Background: an optimization exercise with open tools, aiming at small area. Do not read the settings as production practice. In this exercise RTL edits were held to simulation tests only and were not proved equivalent to the original. Power and IR drop assume default switching activity.

<file path="design.v">
module fifo(
  input clock, reset,
  input read_en, write_en,
  input [7:0] data_in,
  output [7:0] data_outp,
  output reg fifo_full, fifo_empty);
  reg [7:0] memory_buffer[15:0];
  reg [7:0] data_out;
  assign data_outp = (read_en == 1) ? data_out : 8'bxxxx_xxxx;  
  integer i;
  reg [3:0]read, write;
  reg [4:0]count;
  always@(posedge clock)
    begin
      if (reset == 1'b1)
        begin
          data_out = 8'b00000000;
          for(i=0; i<16; i=i+1)
            begin
                memory_buffer[i] = 8'b00000000;
            end
          read = 4'b0000;
          write = 4'b0000;
          fifo_full = 1'b0;
          fifo_empty = 1'b1;
          count = 0;
        end
    else
      begin
        if ((write_en == 1'b1)  && (fifo_full == 1'b0))
          begin
            memory_buffer[write] = data_in;
            write = write + 1;
            count = count + 1;
          end
        if((read_en == 1'b1) && (fifo_empty == 1'b0))
          begin
            data_out  = memory_buffer[read];
            read = read + 1;
            count = count - 1;
          end
        if(count == 16)
            fifo_full = 1;
        else
            fifo_full = 0;
        if(count == 0)
            fifo_empty = 1;
        else
            fifo_empty = 0;
      end
   end
endmodule
</file>
<file path="run.sh">
#!/bin/bash
# synth_recipe.tcl (not shown) runs the flow's synth.tcl, then flattens the netlist and writes it again
# the make line also repeats each setting of config.mk as NAME=value (left out here)
make -C /OpenROAD-flow-scripts/flow DESIGN_CONFIG=/design/flow/config.mk WORK_HOME=/design/flow/orfs CLKGATE_MAP_FILE= SYNTH_SCRIPT=/design/flow/synth_recipe.tcl finish
</file>
<file path="config.mk">
export PLATFORM = sky130hd
export DESIGN_NAME = fifo
export DESIGN_NICKNAME = fifo
export VERILOG_FILES = /design/flow/design.v
export SDC_FILE = /design/flow/constraint.sdc
export NUM_CORES = 4
export LEC_CHECK = 0
export CAP_MARGIN = 20
export CORE_MARGIN = 2
export CORE_UTILIZATION = 40
export SLEW_MARGIN = 20
</file>
<file path="constraint.sdc">
create_clock -name core_clock -period 5.0 [get_ports {clock}]
set_input_delay 1.0000 -clock core_clock [delete_from_list [all_inputs] [get_ports {clock}]]
set_output_delay 1.0000 -clock core_clock [all_outputs]
set_load 0.01 [all_outputs]
</file>
==> results.sh, run 1 <==
export IMPL_fmax_ghz=0.2618
export IMPL_maxSlewViolCount=0
export IMPL_crit_fanout=9
export IMPL_cts_resized_gates=0
export IMPL_wirelength_mm=17.47
export IMPL_grt_pass1_vias=5195
export IMPL_vias=5360
export IMPL_area_delta_synth_final_pct=13.65
export IMPL_multi_input_area_um2=3528
export IMPL_finalCritPeriodShare_pct=76.40
export IMPL_clock_latency_ns=0.43
export IMPL_dp_hpwl_mm=12.12
export IMPL_slew_headroom_pct=36.43
export IMPL_gr_total_overflow=0
export IMPL_async_flop_share_pct=0
export IMPL_place_congestion=0.8379
export IMPL_io_buffers=21
export IMPL_start_kind="input pin"
export IMPL_synthMuxAreaShare_pct=18.54
export IMPL_syn_area_um2=6838
export IMPL_cts_sinks=151
export IMPL_drive_gt1_share_pct=7.919
export IMPL_intPower_w=0.002476
export IMPL_n_antenna_cell=0
export IMPL_end_kind="flip-flop"
export IMPL_nets=755
export IMPL_fin_util_pct=46.70
export IMPL_crit_type="in2reg"
export IMPL_max_clock_path_buffers=2
export IMPL_setup_viol=0
export IMPL_first_pass_iters=5
export IMPL_core_area_um2=16640
export IMPL_power_frac_seq_pct=39.6
export IMPL_synth_area_per_cell_um2=9.316
export IMPL_leakage_nw=3.012
export IMPL_n_fill_cell=1563
export IMPL_ant_nets=0
export IMPL_drc=0
export IMPL_clock_skew_final_ns=0.01446
export IMPL_die_w_um=134.7
export IMPL_die_area_um2=18160
export IMPL_required_ns=5.28
export IMPL_cts_htree_levels=4
export IMPL_path_delay_family="simple AND/OR/NAND/NOR gates"
export IMPL_grtUsageTotal_pct=20.04
export IMPL_clockPowerShare_pct=38.2
export IMPL_io_pins=22
export IMPL_rsz0062_at_grt="false"
export IMPL_synth_edf_count=0
export IMPL_postCtsSetupBuffers=0
export IMPL_met2_usage_pct=31.95
export IMPL_sw_frac_of_total_pct=29.18
export IMPL_seqCellArea_um2=3023
export IMPL_wire_per_inst_um=18.10
export IMPL_critPathMaxStageDelay_ns=0.69
export IMPL_p_sw_w=0.001020
export IMPL_grt_pass1_wl_mm=28.12
export IMPL_cts_buffers=17
export IMPL_ys_seq_elements=151
export IMPL_synth_top_family_by_area="multiplexers"
export IMPL_drv_cap=0
export IMPL_synth_cell_type_count=64
export IMPL_die_h_um=134.7
export IMPL_ir_drop_uv=285.5
export IMPL_synth_compound_area_share_pct=12.42
export IMPL_min_path_type="reg2reg"
export IMPL_outcome="timing/DRC/antenna clean"
export IMPL_drt_iter0_markers=435
export IMPL_worst_pin_slew_ns=0.9484
export IMPL_final_min_clock_period_ns=3.820
export IMPL_finalSetupTns_ns=0
export IMPL_synthXorXnorAreaFrac_pct=2.141
export IMPL_seq_area_frac_synth_pct=44.21
export IMPL_synth_ff_type="dfxtp_1"
export IMPL_hold_violations=0
export IMPL_met1_usage_pct=27.10
export IMPL_gr_usage_met3_pct=4.392
export IMPL_antenna_found_initial=0
export IMPL_syn_num_nets=756
export IMPL_path_cells="clkdlybuf4s50_1 > nor4b_2 > nand3_1 > mux2i_1 > o221ai_1 > nor4_1 > a31oi_1"
export IMPL_synthAdderAreaFrac_pct=1.830
export IMPL_row_count=47
export IMPL_clockRootBuffer="clkbuf_16"
export IMPL_hold_buffers=0
export IMPL_cts_tree="done"
export IMPL_cp_arrival_ns=4.10
export IMPL_syn_inst=734
export IMPL_via_per_inst=5.554
export IMPL_path_clk_slew_ns=0.06
export IMPL_path_buf_inv=1
export IMPL_pwr_share_comb_pct=22.3
export IMPL_grt_most_used_layer="met2"
export IMPL_synth_warnings=2
export IMPL_start_util_pct=41.09
export IMPL_grt_start_max_net_pins=55
export IMPL_yosys_area_share_simple_pct=16.49
export IMPL_cp_slowest_cell="nor4_1"
export IMPL_p_per_area_nw_per_um2=449.9
==> routing by layer <==
layer	vias to the layer above	wire length, um
li1	2592	-
met2	139	8142
met3	19	769
met4	0	265
met5	-	0
met1	2610	8290
==> stage by stage <==
step                cells  area [um2]  total power (W)  setup slack (ns)  hold WS (ns)
floorplan             734        6838         0.001969             1.640        0.4363
global placement      934        7162         0.002153            0.9242        0.4486
detailed placement    934        7162         0.002178            0.8718        0.4499
CTS                   965        7771         0.003512             1.304        0.4576
global route          965        7771         0.003652             1.028        0.4835
finish                965        7771         0.003496             1.180        0.4579
==> synthesized netlist by cell type, types with 4 or more instances <==
cell type / n / area, um2
inv_1: 18 / 67.56
ha_1: 10 / 125.1
buf_6: 4 / 45.04
nand3_1: 8 / 40.04
dfxtp_1: 151 / 3023
nor2b_1: 6 / 37.54
and2_1: 11 / 68.82
mux2i_1: 115 / 1151
nor2_1: 162 / 608.1
nor4_1: 7 / 43.79
o221ai_1: 7 / 61.31
or3_1: 4 / 25.02
xnor2_1: 6 / 52.55
mux2_2: 7 / 78.83
xor2_1: 8 / 70.07
clkbuf_1: 30 / 112.6
o22ai_1: 35 / 219.0
a31oi_1: 8 / 50.05
buf_2: 12 / 60.06
a311oi_1: 6 / 52.55
a211oi_1: 7 / 52.55
nand2_1: 23 / 86.33
a21oi_1: 27 / 135.1
==> flip-flops by register name (all words and copies together) (netlist names) <==
signal	flops
fifo_full	1
memory_buffer	128
count	5
fifo_empty	1
read	4
write	4
data_out	8
==> worst reg2reg max path, delay by kind of cell, from the launching register on <==
family / cells / cell delay, ns
and+or+nand+nor: 3 / 1.43
AOI/OAI and AO/OA: 2 / 0.78
DFF: 1 / 0.43
adders and majority gates: 1 / 0.40
muxes: 1 / 0.30
buffers and inverters: 1 / 0.09
==> power by group through the flow <==
stage	registers [W]	logic [W]	clock network, W
after global routing	0.00140	0.000852	0.00140
after detailed placement	0.00141	0.000769	0
after floorplan	0.00140	0.000570	0
final	0.00138	0.000778	0.00133
after global placement	0.00140	0.000748	0
after CTS	0.00138	0.000773	0.00136
==> path summary, 6_finish.rpt <==
kind | slack (ns) | depth (start not counted) | end | start
worst min register to register | 0.46 | 2 | memory_buffer[5][0]$_SDFF_PP0_ | memory_buffer[5][0]$_SDFF_PP0_
worst max register to register | 1.42 | 8 | data_out[5]$_SDFFE_PP0P_ | write[0]$_SDFFE_PP0N_
worst max-delay path | 1.18 | 7 | data_out[5]$_SDFFE_PP0P_ | write_en
worst min-delay path | 0.46 | 2 | memory_buffer[5][0]$_SDFF_PP0_ | memory_buffer[5][0]$_SDFF_PP0_
==> cells by family (layout without fill, tap and decap cells) <==
| family | Yosys count | after routing |
|---|---|---|
| simple gates | 248 | 248 |
| flops | 151 | 151 |
| mux | 124 | 124 |
| compound gates | 119 | 119 |
| buf+inv | 67 | 78 |
| xor+xnor | 15 | 15 |
| fa+ha+maj | 10 | 10 |
==> cells in the final DEF (no fill, tap or decap), drive strengths merged, types with 8 or more instances in the layout <==
master,count
nor2,162
mux2i,116
mux2,8
and2,11
nand2,23
o22ai,35
clkbuf,20
ha,10
a21oi,27
a211oi,10
xor2,8
nand3,8
buf,9
clkdlybuf4s50,20
dfxtp,151
inv,20
a31oi,8
o221ai,8
==> final cells by class <==
class | count | area share (%)
clock buffers | 20 | 5.619
clock inverters | 11 | 2.222
inverters | 18 | 0.8694
multi-input cells | 516 | 45.40
flip-flops and latches | 151 | 38.90
well taps | 220 | 3.542
repair buffers | 29 | 3.446
==> inputs of run 2 (changes only) <==
==> design.v (replaced) <==
module fifo_bit (
  input  hold,     
  input  shift,    
  input  below,
  input  self,
  output d);
  assign d = ~((hold | below) & (shift | self));
endmodule
module fifo_rd (
  input  [7:0] y,
  input        m16,
  input        full,
  input        pol,
  output       q);
  assign q = ~(|y | (full & ~m16)) ^ pol;
endmodule
module fifo(
  input clock, reset,
  input read_en, write_en,
  input [7:0] data_in,
  output [7:0] data_outp,
  output reg fifo_full, fifo_empty);
  reg  [7:0] mem [0:16];   
  reg        pol;
  reg  [3:0] cnt;          
  wire push = write_en & ~fifo_full;
  wire pop  = read_en & ~fifo_empty;
  wire hold  = ~push | reset;
  wire shift =  push | reset;
  wire [7:0] in0 = data_in ^ {8{pol}};
  wire [7:0] nxt [0:16];
  genvar w, b;
  generate
    for (w = 0; w <= 16; w = w + 1) begin : g_word
      for (b = 0; b < 8; b = b + 1) begin : g_bit
        fifo_bit u_bit (.hold(hold), .shift(shift),
                        .below(w == 0 ? in0[b] : mem[w == 0 ? 0 : w - 1][b]),
                        .self(mem[w][b]), .d(nxt[w][b]));
      end
    end
  endgenerate
  integer i;
  always @(posedge clock) begin
    pol <= ~(pol | reset);
    for (i = 0; i <= 16; i = i + 1)
      mem[i] <= nxt[i];
  end
  wire [15:0] sel_n;
  generate
    for (w = 0; w < 16; w = w + 1) begin : g_sel
      if (w == 0) begin : g_0
        assign sel_n[w] = ~((cnt == 4'd0) & ~fifo_full);
      end else begin : g_k
        assign sel_n[w] = ~(cnt == w);
      end
    end
    for (b = 0; b < 8; b = b + 1) begin : g_rd
      wire [7:0] y;
      for (w = 0; w < 8; w = w + 1) begin : g_pair
        fifo_bit u_pair (.hold(sel_n[2*w]), .shift(sel_n[2*w+1]),
                         .below(mem[2*w][b]), .self(mem[2*w+1][b]), .d(y[w]));
      end
      fifo_rd u_rd (.y(y), .m16(mem[16][b]), .full(fifo_full), .pol(pol),
                    .q(data_outp[b]));
    end
  endgenerate
  always @(posedge clock) begin
    if (reset) begin
      cnt        <= 4'd0;
      fifo_full  <= 1'b0;
      fifo_empty <= 1'b1;
    end else begin
      if (push & ~pop)
        cnt <= cnt + 4'd1;
      else if (pop & ~push)
        cnt <= cnt - 4'd1;
      fifo_full  <= fifo_full  ? ~pop  : (push & ~pop & (cnt == 4'd15));
      fifo_empty <= fifo_empty ? ~push : (pop & ~push & (cnt == 4'd1));
    end
  end
endmodule
--- a/config.mk
+++ b/config.mk
@@ -11 +11,2 @@
 export SLEW_MARGIN = 20
+export SYNTH_HIERARCHICAL = 1
==> run 2 against run 1 <==
Compared with the run above:
- register-to-register slack better by 1.1 ns
- sequential cell count is 8 lower
- clock power hardly changed
- critical path type is now reg2out
- largest power group unchanged
- highest routed layer unchanged
==> results.sh, run 2 <==
export IMPL_outcome="timing/DRC/antenna clean"
export IMPL_syn_area_um2=4932
export IMPL_crit_fanout=8
export IMPL_vias=4014
export IMPL_first_pass_iters=7
export IMPL_io_buffers=21
export IMPL_die_area_um2=13240
export IMPL_fmax_ghz=0.2489
export IMPL_dp_hpwl_mm=7.418
export IMPL_nets=511
export IMPL_grt_pass1_vias=3765
export IMPL_io_pins=22
export IMPL_clock_latency_ns=0.42
export IMPL_start_util_pct=41.06
export IMPL_row_count=40
export IMPL_wire_per_inst_um=19.48
export IMPL_cts_sinks=143
export IMPL_setup_viol=0
export IMPL_place_congestion=0.8018
export IMPL_drive_gt1_share_pct=11.49
export IMPL_min_path_type="reg2reg"
export IMPL_ant_nets=0
export IMPL_via_per_inst=6.156
export IMPL_gr_total_overflow=0
export IMPL_multi_input_area_um2=2036
export IMPL_clockPowerShare_pct=41.7
export IMPL_grtUsageTotal_pct=20.28
export IMPL_max_clock_path_buffers=2
export IMPL_path_clk_slew_ns=0.06
export IMPL_final_cell_mix="o22ai_1, dfxtp_1, clkdlybuf4s50_1, clkbuf_16, nor4_2"
export IMPL_drc=0
export IMPL_drv_cap=0
export IMPL_cts_resized_gates=0
export IMPL_crit_type="reg2out"
export IMPL_synth_area_per_cell_um2=10.94
export IMPL_start_kind="flip-flop"
export IMPL_leakage_nw=2.172
export IMPL_die_h_um=115.0
export IMPL_r2r_end="mem[13][2]$_DFF_P_"
export IMPL_rsz0062_at_grt="false"
export IMPL_grt_pass1_wl_mm=20.15
export IMPL_cts_tree="done"
export IMPL_synth_edf_count=0
export IMPL_final_min_clock_period_ns=4.017
export IMPL_syn_inst=451
export IMPL_grt_start_max_net_pins=88
export IMPL_dp_cells=620
export IMPL_p_per_area_nw_per_um2=537.3
export IMPL_yosys_top_cells_count="o22ai_1, dfxtp_1, nor4_2"
export IMPL_area_delta_synth_final_pct=21.31
export IMPL_antenna_found_initial=0
export IMPL_core_area_um2=12010
export IMPL_hold_buffers=0
export IMPL_maxSlewViolCount=0
export IMPL_clock_skew_final_ns=0.008701
export IMPL_seq_area_frac_synth_pct=58.04
export IMPL_cts_htree_levels=4
export IMPL_final_common_cell="o22ai_1"
export IMPL_cp_slowest_cell="clkdlybuf4s50_1"
export IMPL_syn_num_nets=470
export IMPL_synth_warnings=9
export IMPL_yosys_cell_count_top_type="o22ai_1"
export IMPL_layoutNonFillerInstCount=652
export IMPL_synth_cell_type_count=27
export IMPL_die_w_um=115.0
export IMPL_p_sw_w=0.0008251
export IMPL_hold_violations=0
export IMPL_synth_largest_area_cell="dfxtp_1"
export IMPL_finalSetupTns_ns=0
export IMPL_path_buf_inv=2
export IMPL_hp_start="mem[16][6]$_DFF_P_"
export IMPL_power_frac_seq_pct=42.5
export IMPL_hold_depth=1
export IMPL_async_flop_share_pct=0
export IMPL_synth_top_cell_area_share_pct=58.04
export IMPL_rr_worst_depth=4
export IMPL_synth_top_cells_by_area="dfxtp_1, o22ai_1, nor4_2"
export IMPL_sw_frac_of_total_pct=25.66
export IMPL_path_delay_family="simple AND/OR/NAND/NOR gates"
export IMPL_finalCritPeriodShare_pct=80.34
export IMPL_critPathMaxStageDelay_ns=0.56
export IMPL_synth_ff_type="dfxtp_1"
export IMPL_n_fill_cell=1117
export IMPL_cts_buffers=17
export IMPL_reg2reg_from="fifo_full$_SDFF_PP0_"
export IMPL_postCtsSetupBuffers=0
export IMPL_worst_pin_slew_ns=0.9682
export IMPL_n_antenna_cell=0
export IMPL_pwr_share_comb_pct=15.8
export IMPL_ys_seq_elements=143
export IMPL_ir_drop_uv=224.8
export IMPL_drt_iter0_markers=267
export IMPL_clockRootBuffer="clkbuf_16"
export IMPL_end_kind="output pin"
export IMPL_required_ns=4.00
export IMPL_slew_headroom_pct=35.46
export IMPL_wirelength_mm=12.70
export IMPL_hold_path_end="mem[16][6]$_DFF_P_"
export IMPL_seqCellArea_um2=2863
export IMPL_cp_arrival_ns=3.02
export IMPL_intPower_w=0.002390
export IMPL_largest_reg_flops=136
export IMPL_path_cells="inv_1 > ha_1 > nand3b_1 > o22ai_1 > nor4_2 > nand3_1 > xnor2_1 > clkdlybuf4s50_1"
export IMPL_r2r_slack_ns=2.47
run 2: changes by cell type in the layout (fill, tap and decap cells not counted), sizes merged, moves of 9 or more:
| cell | previous run | this run |
|---|---|---|
| a21oi | 27 | 4 |
| nor4 | 7 | 16 |
| and2 | 11 | 0 |
| nand2 | 23 | 12 |
| inv | 20 | 6 |
| nor2 | 162 | 5 |
| o22ai | 35 | 200 |
| mux2i | 116 | 2 |
| a211oi | 10 | 0 |
run 2: power groups by stage:
stage | clock (W) | combinational, W | sequential [W]
6_report | 0.00134 | 0.000508 | 0.00137
5_1_grt | 0.00141 | 0.000552 | 0.00139
4_1_cts | 0.00136 | 0.000508 | 0.00137
3_5_place_dp | 0 | 0.000506 | 0.00139
3_3_place_gp | 0 | 0.000498 | 0.00139
2_1_floorplan | 0 | 0.000350 | 0.00136
run 2: per-module statistics from Yosys, one instance, submodules excluded:
module | flip-flops and latches | cells inside
fifo_bit | 0 | 1
fifo | 143 | 211
fifo_rd | 0 | 5
run 2: worst max-delay path by stage:
stage / startpoint / end / cells after the start
5_1_grt: cnt[0]$_SDFFE_PP0P_ / data_outp[5] / 8
6_report: cnt[0]$_SDFFE_PP0P_ / data_outp[5] / 8
3_5_place_dp: fifo_full$_SDFF_PP0_ / data_outp[1] / 6
4_1_cts: fifo_full$_SDFF_PP0_ / data_outp[1] / 6
2_1_floorplan: reset / mem[0][0]$_DFF_P_ / 3
3_3_place_gp: fifo_full$_SDFF_PP0_ / data_outp[4] / 6
run 2: logic make-up after synthesis:
| logic type | synth area share [%] |
|---|---|
| AND/OR/NAND/NOR | 9.412 |
| adder cells (fa/ha/maj) | 1.776 |
| AO/OA/AOI/OAI | 26.05 |
| flip-flops | 58.04 |
| buffers and inverters | 0.8878 |
| XOR/XNOR | 3.197 |
| multiplexers | 0.6342 |
run 2: per-layer routing:
| metal | global-route usage (%) | vias up | part of all wire (%) |
|---|---|---|---|
| li1 | - | 1938 | - |
| met1 | 27.16 | 1934 | 46 |
| met2 | 30.43 | 118 | 45 |
| met3 | 5.219 | 24 | 5.7 |
| met4 | 10.12 | 0 | 2.9 |
| met5 | 0 | - | 0 |
run 2: cell type report:
class	count	share of cell area, %
inverters	4	0.2509
repair buffers	26	4.141
multi-input cells	300	34.02
clock inverters	13	3.095
flip-flops and latches	143	47.85
well taps	147	3.074
clock buffers	19	7.570
run 2: worst reg2reg max path, stage by stage, from the launching register on:
cell and delay, ns:
dfxtp_1 0.68, nand2b_1 0.32, or2_4 0.78, buf_4 0.49, o22ai_1 0.13
run 2: per-stage QoR:
step	total power (W)	cell area, um2	utilization (%)	hold slack, ns	worst slack [ns]
floorplan	0.001712	4932	-	0.4166	1.100
global placement	0.001883	5345	44.50	0.4290	1.498
detailed placement	0.001894	5345	44.50	0.4324	1.461
CTS	0.003232	5983	49.81	0.4404	0.9969
global route	0.003347	5983	49.81	0.4593	0.7789
finish	0.003215	5983	49.81	0.4404	0.9831

[what the ideal ports hide]
In the flow no input, the clock included, has a driving cell. The finished layouts below were timed again as built, in two steps.
Step 1 (the two cells are an assumption about what drives the block):
set clk [get_ports {clock}]
set_driving_cell -lib_cell sky130_fd_sc_hd__clkbuf_16 $clk
set_driving_cell -lib_cell sky130_fd_sc_hd__buf_2 [delete_from_list [all_inputs] $clk]
Step 2 also shifts input and output timing later by t, the mid clock arrival at the registers, as if the neighbouring blocks saw the same clock.
a / b / c = ideal / step 1 / step 2; a / b = the first two.
run	t (ns)	setup WS [ns]	hold WS [ns]	clock arrival spread, ns	slew at the worst register clock pin (ns)
run 1	0.468	1.180 / 1.196 / 0.728	0.458 / 0.458 / 0.458	0.017 / 0.017	0.06 / 0.06
run 2	0.456	0.983 / 0.945 / 1.401	0.440 / 0.440 / 0.440	0.009 / 0.009	0.06 / 0.06
After both steps every run listed still meets setup and hold. The setup slack of run 1, which loses most, moves by +0.016 ns with the drivers and by -0.452 ns with both steps.
